Source: an optimization exercise on an open RTL-to-GDS flow (aim: a short achievable clock period and few clock cycles). Production flows keep margins and buffers that such runs may drop.
RTL that was checked went through simulation tests only; none was proved equivalent to the original.

== main ==
==> module CacheController, before the edit <==
module CacheController(
    rst,
    clk,
    wr,
    rd,
    data_rd,
    data_wr,
    addr_req,
    addr_resp,
    rdy,
    busy,
    wr_mem,
    rd_mem,
    busy_mem,
    data_rd_mem,
    data_wr_mem,
    addr_mem,
    cache_miss_count,
    cache_hit_count
    );
    input  rst;
    input  clk;
    input  wr;
    input  rd;
    output [31:0] data_rd;
    reg    [31:0] data_rd;
    input  [31:0] data_wr;
    input  [31:0] addr_req;
    output [31:0] addr_resp;
    reg    [31:0] addr_resp;
    output rdy;
    reg    rdy;
    output busy;
    reg    busy;
    output  wr_mem;
    output  rd_mem;
    input   busy_mem;
    input  [31:0] data_rd_mem;
    output [31:0] data_wr_mem;
    output [31:0] addr_mem;
    output [31:0] cache_miss_count;
    output [31:0] cache_hit_count;
    reg [15:0]  cache_valid;
    reg [23:0]  cache_tag [15:0];
    wire [23:0] addr_tag   = addr_req[31:8];
    wire [3:0]  addr_index = addr_req[7:4];
    wire req = wr | rd;
    assign rd_mem      = rd;
    assign wr_mem      = wr;
    assign addr_mem    = addr_req;
    assign data_wr_mem = data_wr;
    reg [15:0] line_hit;
    integer i;
    always @(*) begin
        for (i = 0; i < 16; i = i + 1)
            line_hit[i] = cache_valid[i] && (cache_tag[i] == addr_tag);
    end
    wire hit = line_hit[addr_index];
    reg [31:0] cache_hit_count, cache_miss_count;
    reg [31:0] hit_count1, miss_count1;
    always @(posedge clk or posedge rst) begin
        if (rst) begin
            cache_valid      <= 16'h0000;
            rdy              <= 1'b0;
            busy             <= 1'b1;
            cache_hit_count  <= 32'd0;
            hit_count1       <= 32'd1;
            cache_miss_count <= 32'd0;
            miss_count1      <= 32'd1;
        end else begin
            rdy  <= req;
            busy <= busy_mem;
            if (req) begin
                cache_valid[addr_index] <= 1'b1;
                if (hit) begin
                    cache_hit_count <= hit_count1;
                    hit_count1      <= hit_count1 + 32'd1;
                end else begin
                    cache_miss_count <= miss_count1;
                    miss_count1      <= miss_count1 + 32'd1;
                end
            end
        end
    end
    always @(posedge clk) begin
        if (req)
            cache_tag[addr_index] <= addr_tag;
    end
    always @(posedge clk or posedge rst) begin
        if (rst) begin
            addr_resp <= 32'h00000000;
            data_rd   <= 32'h00000000;
        end else begin
            addr_resp <= addr_req;
            data_rd   <= data_rd_mem;
        end
    end
endmodule
==> flow/config.mk <==
export PLATFORM = sky130hd
export DESIGN_NAME = CacheController
export DESIGN_NICKNAME = CacheController
export VERILOG_FILES = /design/flow/design.v
export SDC_FILE = /design/flow/constraint.sdc
export NUM_CORES = 4
export LEC_CHECK = 0
export ABC_CLOCK_PERIOD_IN_PS = 2000
export CAP_MARGIN = 20
export CORE_MARGIN = 2
export CORE_UTILIZATION = 45
export PLACE_DENSITY = 0.6
export SETUP_SLACK_MARGIN = 3.1
export SLEW_MARGIN = 20
==> flow/constraint.sdc <==
create_clock -name core_clock -period 5.5 [get_ports {clk}]
set_input_delay 1.1000 -clock core_clock [delete_from_list [all_inputs] [get_ports {clk}]]
set_output_delay 1.1000 -clock core_clock [all_outputs]
set_load 0.01 [all_outputs]
run.sh (not shown) runs the stock make flow with config.mk's settings and CLKGATE_MAP_FILE= SYNTH_SCRIPT=/design/flow/synth_recipe.tcl, a recipe that flattens the netlist after the stock synthesis.
The following lists how the feature branch was set up differently from main:
--- a/flow/design.v
+++ b/flow/design.v
@@ -56,32 +56,34 @@
         for (i = 0; i < 16; i = i + 1)
             line_hit[i] = cache_valid[i] && (cache_tag[i] == addr_tag);
     end
     wire hit = line_hit[addr_index];
-    reg [31:0] cache_hit_count, cache_miss_count;
-    reg [31:0] hit_count1, miss_count1;
+    reg [31:0] hit_base, hit_base1, miss_base, miss_base1;
+    reg        last_hit, last_miss;
+    assign cache_hit_count  = last_hit  ? hit_base1  : hit_base;
+    assign cache_miss_count = last_miss ? miss_base1 : miss_base;
     always @(posedge clk or posedge rst) begin
         if (rst) begin
-            cache_valid      <= 16'h0000;
-            rdy              <= 1'b0;
-            busy             <= 1'b1;
-            cache_hit_count  <= 32'd0;
-            hit_count1       <= 32'd1;
-            cache_miss_count <= 32'd0;
-            miss_count1      <= 32'd1;
+            cache_valid <= 16'h0000;
+            rdy         <= 1'b0;
+            busy        <= 1'b1;
+            last_hit    <= 1'b0;
+            last_miss   <= 1'b0;
+            hit_base    <= 32'd0;
+            hit_base1   <= 32'd1;
+            miss_base   <= 32'd0;
+            miss_base1  <= 32'd1;
         end else begin
-            rdy  <= req;
-            busy <= busy_mem;
-            if (req) begin
+            rdy        <= req;
+            busy       <= busy_mem;
+            last_hit   <= req && hit;
+            last_miss  <= req && !hit;
+            hit_base   <= cache_hit_count;
+            hit_base1  <= cache_hit_count + 32'd1;
+            miss_base  <= cache_miss_count;
+            miss_base1 <= cache_miss_count + 32'd1;
+            if (req)
                 cache_valid[addr_index] <= 1'b1;
-                if (hit) begin
-                    cache_hit_count <= hit_count1;
-                    hit_count1      <= hit_count1 + 32'd1;
-                end else begin
-                    cache_miss_count <= miss_count1;
-                    miss_count1      <= miss_count1 + 32'd1;
-                end
-            end
         end
     end
     always @(posedge clk) begin
         if (req)
Results
In the metrics for main and the feature branch, the one carrying the lower area after synthesis is the feature branch.
The worst setup path startpoint comes out last_hit$_DFF_PP0_ in one run and addr_req[30] in the other, namely in the feature branch and main respectively.
The feature branch: chip height is about 0.7% lower than what main reported.
Looking at final area across both flows, the feature branch is the weaker of the two, with main ahead.
Standard cell with the maximum stage delay on the critical path = sky130_fd_sc_hd__dfrtp_4: the feature branch; standard cell with the maximum stage delay on the critical path = sky130_fd_sc_hd__nor4_2: main
Re minimum clock period after layout: main and the feature branch aren't equal, and the higher value belongs to main.
Compared with main, in the feature branch non-clock buffer count has increased, post-detailed-route via-to-cell ratio has decreased.
Arrival time at the worst endpoint down 1670 ps in the feature branch wrt main
No run of this note included a check of the RTL's function; only the layout flow was run.


== P ==
CacheController, a different RTL version from the one above (not shown whole).
Size: ~1,800 cells after synthesis, about 300 I/O pins, roughly 26,000 µm² of cells after synthesis.
## CacheController
module CacheController(
    rst,
    clk,
    wr,
    rd,
    data_rd,
    data_wr,
    addr_req,
    addr_resp,
    rdy,
    busy,
    wr_mem,
    rd_mem,
    busy_mem,
    data_rd_mem,
    data_wr_mem,
    addr_mem,
    cache_miss_count,
    cache_hit_count
    );
==> module CacheController, before the edit <==
module CacheController(
    rst,
    clk,
    wr,
    rd,
    data_rd,
    data_wr,
    addr_req,
    addr_resp,
    rdy,
    busy,
    wr_mem,
    rd_mem,
    busy_mem,
    data_rd_mem,
    data_wr_mem,
    addr_mem,
    cache_miss_count,
    cache_hit_count
    );
    input  rst;
    input  clk;
    input  wr;
    input  rd;
    output [31:0] data_rd;
    reg    [31:0] data_rd;
    input  [31:0] data_wr;
    input  [31:0] addr_req;
    output [31:0] addr_resp;
    reg    [31:0] addr_resp;
    output rdy;
    reg    rdy;
    output busy;
    reg    busy;
    output  wr_mem;
    output  rd_mem;
    input   busy_mem;
    input  [31:0] data_rd_mem;
    output [31:0] data_wr_mem;
    output [31:0] addr_mem;
    output [31:0] cache_miss_count;
    output [31:0] cache_hit_count;
    reg [15:0]  cache_valid;
    reg [23:0]  cache_tag [15:0];
    wire [23:0] addr_tag   = addr_req[31:8];
    wire [3:0]  addr_index = addr_req[7:4];
    wire req = wr | rd;
    assign rd_mem      = rd;
    assign wr_mem      = wr;
    assign addr_mem    = addr_req;
    assign data_wr_mem = data_wr;
    reg [15:0] line_hit;
    integer i;
    always @(*) begin
        for (i = 0; i < 16; i = i + 1)
            line_hit[i] = (addr_index == i) && cache_valid[i] && (cache_tag[i] == addr_tag);
    end
    wire hit = |line_hit;
    reg [31:0] hit_base, hit_base1, miss_base, miss_base1;
    reg [7:0]  hit_sel, miss_sel;
    wire [31:0] hit_now, miss_now;    
    reg         last_hit;
    wire [31:0] hit_next  = (rdy &&  last_hit) ? hit_base1  : hit_base;
    wire [31:0] miss_next = (rdy && !last_hit) ? miss_base1 : miss_base;
    genvar g;
    generate
        for (g = 0; g < 8; g = g + 1) begin : grp
            assign hit_now[4*g+3:4*g]  = hit_sel[g]  ? hit_base1[4*g+3:4*g]  : hit_base[4*g+3:4*g];
            assign miss_now[4*g+3:4*g] = miss_sel[g] ? miss_base1[4*g+3:4*g] : miss_base[4*g+3:4*g];
        end
    endgenerate
    assign cache_hit_count  = hit_now;
    assign cache_miss_count = miss_now;
    wire [7:0] hit_carry, miss_carry;
    generate
        for (g = 0; g < 8; g = g + 1) begin : cry
            if (g == 0) begin : c0
                assign hit_carry[g]  = 1'b1;
                assign miss_carry[g] = 1'b1;
            end else begin : cn
                assign hit_carry[g]  = &hit_next[4*g-1:0];
                assign miss_carry[g] = &miss_next[4*g-1:0];
            end
        end
    endgenerate
    always @(posedge clk or posedge rst) begin
        if (rst) begin
            cache_valid <= 16'h0000;
            rdy         <= 1'b0;
            busy        <= 1'b1;
            last_hit    <= 1'b0;
            hit_sel     <= 8'h00;
            miss_sel    <= 8'h00;
            hit_base    <= 32'd0;
            hit_base1   <= 32'd1;
            miss_base   <= 32'd0;
            miss_base1  <= 32'd1;
        end else begin
            rdy        <= req;
            busy       <= busy_mem;
            last_hit   <= hit;
            hit_sel    <= (req &&  hit) ? hit_carry  : 8'h00;
            miss_sel   <= (req && !hit) ? miss_carry : 8'h00;
            hit_base   <= hit_next;
            hit_base1  <= hit_next + 32'd1;
            miss_base  <= miss_next;
            miss_base1 <= miss_next + 32'd1;
            if (req)
                cache_valid[addr_index] <= 1'b1;
        end
    end
    always @(posedge clk) begin
        if (req)
            cache_tag[addr_index] <= addr_tag;
    end
    always @(posedge clk or posedge rst) begin
        if (rst) begin
            addr_resp <= 32'h00000000;
            data_rd   <= 32'h00000000;
        end else begin
            addr_resp <= addr_req;
            data_rd   <= data_rd_mem;
        end
    end
endmodule
Settings: LEC_CHECK=0, ABC_CLOCK_PERIOD_IN_PS=2000, CAP_MARGIN=20, CORE_MARGIN=2, CORE_UTILIZATION=45, CTS_CLUSTER_DIAMETER=80, CTS_CLUSTER_SIZE=40, PLACE_DENSITY=0.6, SETUP_SLACK_MARGIN=3.2, SLEW_MARGIN=20; clock period 5.5 ns.
Changes in Q relative to P:
--- a/flow/design.v
+++ b/flow/design.v
@@ -57,15 +57,12 @@
             line_hit[i] = (addr_index == i) && cache_valid[i] && (cache_tag[i] == addr_tag);
     end
     wire hit = |line_hit;
     reg [31:0] hit_base, hit_base1, miss_base, miss_base1;
     reg [7:0]  hit_sel, miss_sel;
     wire [31:0] hit_now, miss_now;    
-    reg         last_hit;
-    wire [31:0] hit_next  = (rdy &&  last_hit) ? hit_base1  : hit_base;
-    wire [31:0] miss_next = (rdy && !last_hit) ? miss_base1 : miss_base;
     genvar g;
     generate
         for (g = 0; g < 8; g = g + 1) begin : grp
             assign hit_now[4*g+3:4*g]  = hit_sel[g]  ? hit_base1[4*g+3:4*g]  : hit_base[4*g+3:4*g];
             assign miss_now[4*g+3:4*g] = miss_sel[g] ? miss_base1[4*g+3:4*g] : miss_base[4*g+3:4*g];
         end
@@ -76,39 +73,37 @@
     generate
         for (g = 0; g < 8; g = g + 1) begin : cry
             if (g == 0) begin : c0
                 assign hit_carry[g]  = 1'b1;
                 assign miss_carry[g] = 1'b1;
             end else begin : cn
-                assign hit_carry[g]  = &hit_next[4*g-1:0];
-                assign miss_carry[g] = &miss_next[4*g-1:0];
+                assign hit_carry[g]  = &hit_now[4*g-1:0];
+                assign miss_carry[g] = &miss_now[4*g-1:0];
             end
         end
     endgenerate
     always @(posedge clk or posedge rst) begin
         if (rst) begin
             cache_valid <= 16'h0000;
             rdy         <= 1'b0;
             busy        <= 1'b1;
-            last_hit    <= 1'b0;
             hit_sel     <= 8'h00;
             miss_sel    <= 8'h00;
             hit_base    <= 32'd0;
             hit_base1   <= 32'd1;
             miss_base   <= 32'd0;
             miss_base1  <= 32'd1;
         end else begin
             rdy        <= req;
             busy       <= busy_mem;
-            last_hit   <= hit;
             hit_sel    <= (req &&  hit) ? hit_carry  : 8'h00;
             miss_sel   <= (req && !hit) ? miss_carry : 8'h00;
-            hit_base   <= hit_next;
-            hit_base1  <= hit_next + 32'd1;
-            miss_base  <= miss_next;
-            miss_base1 <= miss_next + 32'd1;
+            hit_base   <= hit_now;
+            hit_base1  <= hit_now + 32'd1;
+            miss_base  <= miss_now;
+            miss_base1 <= miss_now + 32'd1;
             if (req)
                 cache_valid[addr_index] <= 1'b1;
         end
     end
     always @(posedge clk) begin
         if (req)
### Flow results
- Depth of the worst register-to-register path was higher in the run labelled Q.
- Of P and Q, P shows the lower share of the core filled with cells in the final layout, with Q above it.
- Compared with P, Q shows number of rows in the core area lower by 1.
- Count of buffers not belonging to the clock network in the layout, P and Q: higher on Q
- Compared with P, Q shows a lower critical path depth.
Testbench counts of Q, summed over its fixed seeds: cycles 16,008.
Function not checked in P: the RTL went through the layout flow alone.

==> afterwards: timing with drivers on the ports <==
How much do the figures lean on ideal ports? The routed layouts below were timed once more, with nothing changed but the port constraints. Step 1, drivers: a clkbuf_16 drives clk and a buf_2 each remaining input, both assumed. Step 2 also shifts input and output timing later by t, the mid clock arrival at the registers, as if the neighbouring blocks saw the same clock. Three values: no drivers, after step 1, after step 2; two values: the first two.
| run | t (ns) | setup slack, ns | worst hold slack (ns) | cell pins on the clock port's net |
|---|---|---|---|---|
| main | 0.651 | 2.374 / 2.324 / 1.673 | 0.452 / 0.452 / 0.452 | 1 |
| the feature branch | 0.642 | 2.463 / 2.404 / 2.350 | 0.461 / 0.461 / 0.461 | 1 |
| P | 0.645 | 2.758 / 2.701 / 2.056 | 0.486 / 0.486 / 0.486 | 1 |
| Q | 0.634 | 2.789 / 2.727 / 2.180 | 0.473 / 0.473 / 0.473 | 1 |
After both steps every run listed still meets setup and hold. The setup slack of P, which loses most, moves by -0.057 ns with the drivers and by -0.702 ns with both steps.
